This design comes from an exercise in tuning for small area on the open sky130 flow, not from production work.
Function was checked by simulation only, so behaviour that the tests miss may differ from the original.

## flow/design.v (module list and top-level ports; edited modules follow where they fit)
// module core: 277 lines
// module dotp: 4935 lines
// module absum8: 1215 lines
// module div_sa: 870 lines
// module div_sb: 768 lines
module core (clk, sum_out, mem_in, inst, reset, req_in, sum_in, ack_in, req_out, ack_out, out);
  // ...
==> flow/run.sh <==
#!/bin/bash
# synth_recipe.tcl (not shown) runs the flow's synth.tcl, then flattens the netlist and writes it again
# the make line also repeats each setting of config.mk as NAME=value (left out here)
make -C /OpenROAD-flow-scripts/flow DESIGN_CONFIG=/design/flow/config.mk WORK_HOME=/design/flow/orfs CLKGATE_MAP_FILE= SYNTH_SCRIPT=/design/flow/synth_recipe.tcl finish
==> flow/config.mk <==
export PLATFORM = sky130hd
export DESIGN_NAME = core
export DESIGN_NICKNAME = core
export VERILOG_FILES = /design/flow/design.v
export SDC_FILE = /design/flow/constraint.sdc
export NUM_CORES = 8
export LEC_CHECK = 0
export CAP_MARGIN = 20
export CORE_MARGIN = 2
export CORE_UTILIZATION = 40
export CTS_BUF_LIST = sky130_fd_sc_hd__clkbuf_4
export CTS_CLUSTER_DIAMETER = 50
export CTS_CLUSTER_SIZE = 8
export SLEW_MARGIN = 20
==> flow/constraint.sdc <==
create_clock -name core_clock -period 60.0 [get_ports {clk}]
set_input_delay 12.0000 -clock core_clock [delete_from_list [all_inputs] [get_ports {clk}]]
set_output_delay 12.0000 -clock core_clock [all_outputs]
set_load 0.01 [all_outputs]
==> metrics.md, run 1 <==
| Metric | Value |
|---|---|
| Status | no timing/DRC/antenna violations |
| Die span in x | roughly 1.3 mm |
| Min-delay src | pm[911]$_DFFE_PP_ |
| CTS H-tree lvls | 7 |
| TritonCTS clock tree | yes |
| Num sequential | roughly 13,000 |
| Max-cap check violation count | 0 |
| Type of the worst min-delay path | reg2reg |
| Layout non-clock buf frac | 0.0176 |
| Grt met1 use | 0.407 |
| Final Routed Wirelength | roughly 2800 mm |
| Most frequent cells in the layout | edfxtp_1 (11,300), fa_1 (6,221), a222oi_1 (3,720) |
| Kind of end point of the critical path | primary output |
| Post-synth top area share | 0.509 |
| Slowest-stage cell, CP | clkdlybuf4s50_1 |
| Path depth of the worst reg2reg path | between 100 and 150 |
| Seq/total area | 0.521 |
| IO Count | roughly 360 |
| Post-CTS Hold Fix Bufs | 0 |
| Gr busiest metal | met2 |
| Total Routing Usage GR | 0.324 |
| Worst reg-to-reg setup slack | 12,000 ps |
| Postcts setup bufs | 0 |
| GP Congestion | 1.06 |
| Routed Antenna Nets | 0 |
| Layout Nets | between 50,000 and 60,000 |
==> run 2, diff against run 1 <==
==> flow/flow/run.sh (new file) <==
#!/bin/bash
# Layout flow: the standard synthesis and layout (standard.sh) with three
# changes:
#  - the clock tree is built from clkbuf_4 cells driving clusters of at most 8
#    flip-flops, without dummy loads;
#  - the port buffers are buf_1 cells;
#  - after global routing, antennas are repaired once more with a ratio margin.
set -euo pipefail
here=$(pwd)
bash standard.sh synth > synth.log 2>&1
CTS="-sink_clustering_enable -repair_clock_nets -dont_use_dummy_load"
CTS="$CTS -buf_list sky130_fd_sc_hd__clkbuf_4"
CTS="$CTS -sink_clustering_size 8 -sink_clustering_max_diameter 50"
bash standard.sh "CTS_ARGS=$CTS" \
  "BUFFER_PORTS_ARGS=-buffer_cell sky130_fd_sc_hd__buf_1" \
  "POST_GLOBAL_ROUTE_TCL=$here/flow/grt_antenna.tcl" \
  finish > layout.log 2>&1
==> flow/flow/grt_antenna.tcl (new file) <==
# Run after global routing (POST_GLOBAL_ROUTE_TCL): repair antennas again with a
# ratio margin, so that nets close to the limit get a diode before detailed
# routing, then rewrite the route guides for the detailed router.
repair_antennas -ratio_margin 20 -iterations 3 -allow_congestion
check_placement -verbose
write_guides $::env(RESULTS_DIR)/route.guide
==> flow/standard.sh (new file) <==
#!/bin/bash
# synth_recipe.tcl (not shown) runs the flow's synth.tcl, then flattens the netlist and writes it again
# the make line also repeats each setting of config.mk as NAME=value (left out here)
make -C /OpenROAD-flow-scripts/flow DESIGN_CONFIG=/design/flow/config.mk WORK_HOME=/design/flow/orfs CLKGATE_MAP_FILE= SYNTH_SCRIPT=/design/flow/synth_recipe.tcl "${@:-finish}"
--- a/flow/config.mk
+++ b/flow/config.mk
@@ -9,6 +9,3 @@
 export CORE_MARGIN = 2
 export CORE_UTILIZATION = 40
-export CTS_BUF_LIST = sky130_fd_sc_hd__clkbuf_4
-export CTS_CLUSTER_DIAMETER = 50
-export CTS_CLUSTER_SIZE = 8
 export SLEW_MARGIN = 20
removed: flow/run.sh
==> run 2 against run 1 <==
  * Still clean on timing, DRC and antenna
  * Global-route usage fell by 1.4 points
  * Core utilization fell by 0.57 points
  * Setup slack improved by 1100 ps
  * Wire length fell by 4.5%
  * Synthesized cell count did not move
  * Non-clock buffer count fell by 5
  * Hold slack improved by 21 ps
  * Final area fell by 1.3%
  * First-iteration DRC count fell by 7.3%
  * Clock skew rose by 30 ps
  * Critical path type unchanged
  * Highest routed layer unchanged
==> metrics.md, run 2 <==
| Metric | Value |
|---|---|
| Status | no timing/DRC/antenna violations (unchanged) |
| Initial Util | 0.401 (unchanged) |
| Largest cells by area after synthesis | edfxtp_1 (51%), fa_1 (19%), a222oi_1 (5.6%), dfxtp_1 (5.1%), a22o_1 (2.7%) (unchanged) |
| Type of the worst min-delay path | reg2reg (unchanged) |
| Max transition margin | 0.0985 (was 0.0877) |
| Total Routing Usage GR | 0.310 (was 0.324) |
| Fin crit period | 56,360 ps (was 57,480 ps) |
| Inserted Clock Buffers | 1,944 (was 1,948) |
| Crit Path Class | reg2out (unchanged) |
| Global route overflow | 0 (unchanged) |
| Clock latency (worst-skew pair) | 2260 ps (about the same) |
| Sequential fraction of the synthesis area | 0.560 (unchanged) |
| Crit path DAT | 44,360 ps (was 45,480 ps) |
| Post-synth top area share | 0.509 (unchanged) |
| Vias per inst | 6.68 (was 6.70) |
| Die Area | 1.68 mm^2 (unchanged) |
| IO Count | 361 (unchanged) |
| Number of port buffers | 351 (unchanged) |
| Reg2reg end | dv_r[122]$_DFFE_PP_ (was dv_r[121]$_DFFE_PP_) |
| Total number of vias | 442,000 (was 449,000) |
| Wl on met1 | 943 mm (was 995 mm) |
| Unique cell type count in the Yosys netlist | 105 (unchanged) |
| Share of layout cells above drive strength 1 | 0.115 (was 0.130) |
| Mean Syn Cell Area | 15.0 um^2 (unchanged) |
| CTS root buf | clkbuf_4 (unchanged) |
| List of most frequent post-synthesis cells | edfxtp_1 (11,300), fa_1 (6,238), a222oi_1 (3,720) (unchanged) |
| Worst reg-to-reg setup slack | 12,450 ps (was 12,000 ps) |
| Met2 wire length | 1230 mm (was 1260 mm) |
| CTS H-tree lvls | 7 (unchanged) |
| Post-layout utilization of the core | 0.425 (was 0.431) |
| Biggest regs | ofq (2432), pm (2432) (unchanged) |
| Layout Skew | 322 ps (was 293 ps) |
| Final critical-path share of the clock period | 0.939 (was 0.958) |
| Count of flip-flops with a built-in enable after synthesis | 11,300 (unchanged) |
| DRT Pass-1 Iters | 28 (was 23) |
| Metal3 WL | 286 mm (was 322 mm) |
| CP most frequent cell | fa_1 (unchanged) |
| Ys Warns | 1 (unchanged) |
| Leading cell type in the layout, fill and taps excluded | edfxtp_1 (unchanged) |
| Crit Path Max Fanout | 25 (was 21) |
| Layout Nets | 50,900 (about the same) |
| CTS resizes | 0 (unchanged) |
| Initial antenna violation count | 210 (was 369) |
| Chip Height | 1.30 mm (unchanged) |
| Primary FF master, synth | edfxtp_1 (unchanged) |
| Crit path largest cell delay | 860 ps (was 880 ps) |
| Async set-reset flop share out of synthesis | 0 (unchanged) |
| Fin. Hold Viols | 0 (unchanged) |
| Max-cap check violation count | 0 (unchanged) |
| Final Routed Wirelength | 2670 mm (was 2800 mm) |
| Routed Antenna Nets | 0 (unchanged) |
| Post-CTS Hold Fix Bufs | 0 (unchanged) |
| Area grow syn2layout | 6.11% (was 7.53%) |
| Post-Syn Area | 0.667 mm^2 (unchanged) |
| Largest net degree at the start of global routing | 111 (was 129) |
| Initial DRC Count | 88,500 (was 95,500) |
| Most frequent cells in the layout | edfxtp_1 (11,300), fa_1 (6,231), a222oi_1 (3,720) (was edfxtp_1 (11,300), fa_1 (6,221), a222oi_1 (3,720)) |
| Startpoint Class | flop (unchanged) |
| Clk buf depth | 6 (unchanged) |
| Most instantiated library cell after synthesis | edfxtp_1 (unchanged) |
| GP Congestion | 1.02 (was 1.06) |
| DP Wirelength | 1870 mm (was 1970 mm) |
| Vias in the first global route | 441,000 (was 442,000) |
| Rows | 474 (unchanged) |
| Critical Path RT | 48,000 ps (about the same) |
| Clk slew on worst S/H paths | 50 ps (was 100 ps) |
| Yosys reg bits | 13,000 (unchanged) |
| Slew @ Worst Pin | 1350 ps (was 1370 ps) |
| Worst Hold End | ack_s2$_DFF_P_ (was pmem_out[151]$_DFFE_PP_) |
| Max Fclk | 0.0177 GHz (was 0.0174 GHz) |
| Postcts setup bufs | 0 (unchanged) |
| Final slew viol count | 0 (unchanged) |
| Routed wire length per instance | 40.4 um (was 41.8 um) |
| Slowest-stage cell, CP | a2111oi_0 (was clkdlybuf4s50_1) |
| Setup Viol. Count Final | 0 (unchanged) |
| Kind of end point of the critical path | primary output (unchanged) |
| First-pass GRT wire length | 3640 mm (was 3770 mm) |
| Post-synthesis cell count | 44,400 (unchanged) |
| Hold Path Stages | 0 (was 2) |
| Path depth of the worst reg2reg path | 135 (was 134) |
| Clock tree sinks | 13,000 (unchanged) |
| R2r startpoint | si_rp[0]$_SDFFE_PP0P_ (unchanged) |
| Highest metal layer with signal wires | met5 (unchanged) |
| Die span in x | 1.30 mm (unchanged) |
| Min-delay src | ack_s1$_DFF_P_ (was pm[911]$_DFFE_PP_) |
| TritonCTS clock tree | yes (unchanged) |
| Drt drc | 0 (unchanged) |
| Setup TNS | 0 ps (unchanged) |
| Core area | 1.66 mm^2 (unchanged) |
| Area leader, netlist | edfxtp_1 (unchanged) |
-- run 2: changes by cell type in the layout (fill, tap and decap cells not counted), sizes merged --
cell | previous run | this run
bufinv | 63 | 0
inv | 3217 | 3188
clkdlybuf4s50 | 333 | 0
clkinvlp | 35 | 0
buf | 1125 | 1383
diode | 304 | 226
clkinv | 161 | 23
clkbuf | 2417 | 2016
-- run 2: logic make-up after synthesis --
group	count (synthesis)	synth area share
buf+inv	7209	0.0407
xor+xnor	456	0.00600
fa+ha+maj	6945	0.201
flops	13000	0.560
other cells	1	0.00000562
mux	900	0.0144
simple gates	4733	0.0361
compound gates	11100	0.142
-- run 2: worst max path at each step --
stage / from / end / slack, ps / cells after the start
final: dv_d[1]$_DFFE_PP_ / out[118] / 3640 / 105
after global placement: sum_in[7] / dv_r[53]$_DFFE_PP_ / 2960 / 127
after floorplan: sum_in[7] / dv_r[102]$_DFFE_PP_ / 1670 / 133
after CTS: dv_d[1]$_DFFE_PP_ / out[118] / 3270 / 105
after detailed placement: sum_in[7] / dv_r[121]$_DFFE_PP_ / 3030 / 130
-- run 2: area by class of cell --
| cell class | count | area, um^2 |
|---|---|---|
| antenna | 226 | 566 |
| clock buffer | 1944 | 14600 |
| fill | 149000 | 957000 |
| inverter | 3211 | 12100 |
| multi-input combinational | 24200 | 269000 |
| sequential | 13000 | 373000 |
| tap | 22100 | 27700 |
| timing repair buffer | 1455 | 10400 |
-- run 2: worst max-delay path, delay by kind of cell, from the launching register on --
family / cells / cell delay, ps
muxes: 1 / 420
adders and majority gates: 76 / 32090
xor gates and xnor gates: 1 / 170
and+or+nand+nor: 10 / 4040
buffers and inverters: 4 / 1710
AOI/OAI and AO/OA: 13 / 3410
DFF: 1 / 340
-- run 2: metal layers --
layer  global-route usage  vias to the layer above
li1                     -                   172000
met1                0.386                   230000
met2                0.489                    33100
met3               0.0692                     7068
met4                0.199                      108
met5              0.00106                        -
-- run 2: metrics by stage --
stage               hold slack (ps)  std cells  instance area [um^2]  setup slack, ps
CTS                             347      65900                707000             3270
detailed placement              323      63900                692000             3030
finish                          336      66100                707000             3640
floorplan                       310      44400                667000             1670
global placement                325      63900                692000             2960

[afterwards: timing with drivers on the ports]
In the flow no input, the clock included, has a driving cell. The finished layouts below were timed again as built, in two steps. Step 1, drivers: a clkbuf_16 drives clk and a buf_2 each remaining input, both assumed. Step 2 moves the port delays by t, midway between the first and last clock arrival at a register: inputs arrive t later, outputs are due t later. That takes back most of the time a late clock gives input paths. Three values: no drivers, after step 1, after step 2; two values: the first two.
run	shift t [ns]	setup WS [ns]	worst slew at a driven data input, ns
run 1	2.365	2.518 / 2.279 / 1.900	0.51
run 2	2.284	3.642 / 3.439 / 2.658	0.40
After both steps setup and hold are still met in every run listed. For run 2, which loses most, drivers alone change the setup slack by -0.203 ns; drivers and shift together by -0.984 ns.
